Context: an optimization exercise on an open-source flow, tuned for small area. The choices shown serve that exercise and are no tape-out recipe. Only simulation tests tie the RTL to the original design; equivalence was not proved.

## Processor
module Processor(
    input wire clk,
    input wire rst,
    input wire [15:0] instruction,
    output reg [4:0] pc,
    output wire [31:0] result,
    output wire [31:0] data_1,
    output wire [31:0] data_2
);
For scale: about 2200 cells after synthesis, ~120 I/O pins, roughly 31000 um^2 of cells after synthesis.
==> module rd_dec, before the edit <==
module rd_dec(input [3:0] a, output [15:0] sel);
    wire [3:0] na, hn, ln;
    g_inv i0(a[0], na[0]);
    g_inv i1(a[1], na[1]);
    g_inv i2(a[2], na[2]);
    g_inv i3(a[3], na[3]);
    g_nand2 h0(na[3], na[2], hn[0]);
    g_nand2 h1(na[3], a[2], hn[1]);
    g_nand2 h2(a[3], na[2], hn[2]);
    g_nand2 h3(a[3], a[2], hn[3]);
    g_nand2 l0(na[1], na[0], ln[0]);
    g_nand2 l1(na[1], a[0], ln[1]);
    g_nand2 l2(a[1], na[0], ln[2]);
    g_nand2 l3(a[1], a[0], ln[3]);
    genvar k, j;
    generate
        for (k = 0; k < 4; k = k + 1) begin : hi
            for (j = 0; j < 4; j = j + 1) begin : lo
                g_nor2 n(hn[k], ln[j], sel[4 * k + j]);
            end
        end
    endgenerate
endmodule
Settings: LEC_CHECK=0, CAP_MARGIN=20, CORE_MARGIN=2, CORE_UTILIZATION=40, SLEW_MARGIN=20, SYNTH_HIERARCHICAL=1; clock period 25.0 ns.
standard.sh (not shown) runs the stock make flow with config.mk's settings and CLKGATE_MAP_FILE= SYNTH_SCRIPT=/design/flow/synth_recipe.tcl, a recipe that flattens the netlist after the stock synthesis.
==> flow/flow/run.sh <==
#!/bin/bash
# The standard layout (standard.sh) with these changes after synthesis:
#  - ports are buffered with buf_1 instead of the default port buffer,
#  - CTS builds its tree from clkbuf_8 with clusters of at most 16 sinks and
#    inserts no dummy loads.
# Synthesis is the standard synthesis, unchanged. Make output goes to
# synth.log and layout.log; ORFS keeps each step's own log under orfs/logs.
set -euo pipefail
bash standard.sh synth > synth.log 2>&1
export BUFFER_PORTS_ARGS="-buffer_cell sky130_fd_sc_hd__buf_1"
export CTS_ARGS="-sink_clustering_enable -repair_clock_nets -dont_use_dummy_load -buf_list sky130_fd_sc_hd__clkbuf_8 -sink_clustering_size 16 -sink_clustering_max_diameter 70"
bash standard.sh > layout.log 2>&1
Then changed:
--- a/flow/design.v
+++ b/flow/design.v
@@ -1231,31 +1231,11 @@
     g_nand2r u5(sel[15], d[15], n[5]);
     g_and3 u6(n[0], n[1], n[2], m);
     g_nand4 u7(m, n[3], n[4], n[5], y);
 endmodule
 module rd_dec(input [3:0] a, output [15:0] sel);
-    wire [3:0] na, hn, ln;
-    g_inv i0(a[0], na[0]);
-    g_inv i1(a[1], na[1]);
-    g_inv i2(a[2], na[2]);
-    g_inv i3(a[3], na[3]);
-    g_nand2 h0(na[3], na[2], hn[0]);
-    g_nand2 h1(na[3], a[2], hn[1]);
-    g_nand2 h2(a[3], na[2], hn[2]);
-    g_nand2 h3(a[3], a[2], hn[3]);
-    g_nand2 l0(na[1], na[0], ln[0]);
-    g_nand2 l1(na[1], a[0], ln[1]);
-    g_nand2 l2(a[1], na[0], ln[2]);
-    g_nand2 l3(a[1], a[0], ln[3]);
-    genvar k, j;
-    generate
-        for (k = 0; k < 4; k = k + 1) begin : hi
-            for (j = 0; j < 4; j = j + 1) begin : lo
-                g_nor2 n(hn[k], ln[j], sel[4 * k + j]);
-            end
-        end
-    endgenerate
+    assign sel = 16'd1 << a;
 endmodule
 module RegisterFile(
     input wire [511:0] q,
     input wire [3:0] read_addr1,
     input wire [3:0] read_addr2,
Design area is higher slightly.
Wire length is higher slightly.
First-iteration DRC count is lower by about a fifth.
Maximum frequency is lower slightly.
Clock-buffer cell count is unchanged.
Die area is higher slightly.
Final cell count stays flat.
Area after synthesis is higher slightly.

--- another note on this design; it stands on its own ---

==> flow/design.v (excerpt) <==
module Processor(
    input wire clk,
    input wire rst,
    input wire [15:0] instruction,
    output reg [4:0] pc,
    output wire [31:0] result,
    output wire [31:0] data_1,
    output wire [31:0] data_2
);
For scale: ~2200 cells after synthesis, about 520 flip-flops, roughly 120 I/O pins, roughly 0.032 mm² of cells after synthesis.
export LEC_CHECK = 0
export CAP_MARGIN = 20
export CORE_MARGIN = 2
export CORE_UTILIZATION = 40
export SLEW_MARGIN = 20
export SYNTH_HIERARCHICAL = 1
create_clock -name core_clock -period 25.0 [get_ports {clk}]
standard.sh (not shown) runs the stock make flow with config.mk's settings and CLKGATE_MAP_FILE= SYNTH_SCRIPT=/design/flow/synth_recipe.tcl, a recipe that flattens the netlist after the stock synthesis.
==> flow/flow/run.sh <==
#!/bin/bash
# The standard layout (standard.sh) with three changes:
#  - ports are buffered with buf_1 instead of the default port buffer,
#  - CTS builds its tree from clkbuf_8 with clusters of at most 14 sinks,
#  - CTS inserts no dummy loads.
# The whole make output goes to flow.log; ORFS keeps each step's log under orfs/logs.
set -euo pipefail
export BUFFER_PORTS_ARGS="-buffer_cell sky130_fd_sc_hd__buf_1"
export CTS_ARGS="-sink_clustering_enable -repair_clock_nets -dont_use_dummy_load -buf_list sky130_fd_sc_hd__clkbuf_8 -sink_clustering_size 14 -sink_clustering_max_diameter 60"
bash standard.sh > flow.log 2>&1
The baseline went through all stages and came out clean.
Rerun with:
- CORE_UTILIZATION: 40 -> 60
- PLACE_DENSITY: default -> 0.75
Cell area falls by 1.1%.
Core utilization rises by 21 points.
Maximum frequency is about the same.
Worst hold slack gets worse by 0.0041 ns.
Sequential cell count stays the same.
Non-clock buffer count rises by 11.
Via count rises by 2.0%.
Wire length falls by 6.9%.
Global-route usage rises by 11 points.

## port drivers added, routing unchanged
No port has a modelled driver above. Below, the same layouts with a new extraction and two added sets of constraints.
Step 1, drivers: a clkbuf_16 drives clk and a buf_2 each remaining input, both assumed.
Step 2 times the ports against the registers' clock, not the clock port: input delays grow and output delays shrink by t, the midpoint of the rising clock arrivals with the driver on.
Slacks: ideal ports / drivers / drivers and shift; pairs: ideal ports / drivers.
run | t, ns | setup slack, ns | hold WS [ns] | worst data-port slew with drivers (ns) | pins driven straight from the clock port
the first run of note 1 | 0.641 | 1.585 / 1.556 / 1.556 | 0.476 / 0.476 / 0.476 | 0.05 | 1
the second run of note 1 | 0.623 | 1.125 / 1.075 / 1.075 | 0.484 / 0.484 / 0.484 | 0.05 | 1
the first run of note 2 | 0.639 | 1.749 / 1.712 / 1.712 | 0.478 / 0.478 / 0.478 | 0.04 | 1
the second run of note 2 | 0.642 | 1.798 / 1.770 / 1.770 | 0.474 / 0.474 / 0.474 | 0.03 | 1
After both steps every run listed still meets setup and hold. For the second run of note 1, which loses most, drivers alone change the setup slack by -0.050 ns; drivers and shift together by -0.050 ns.
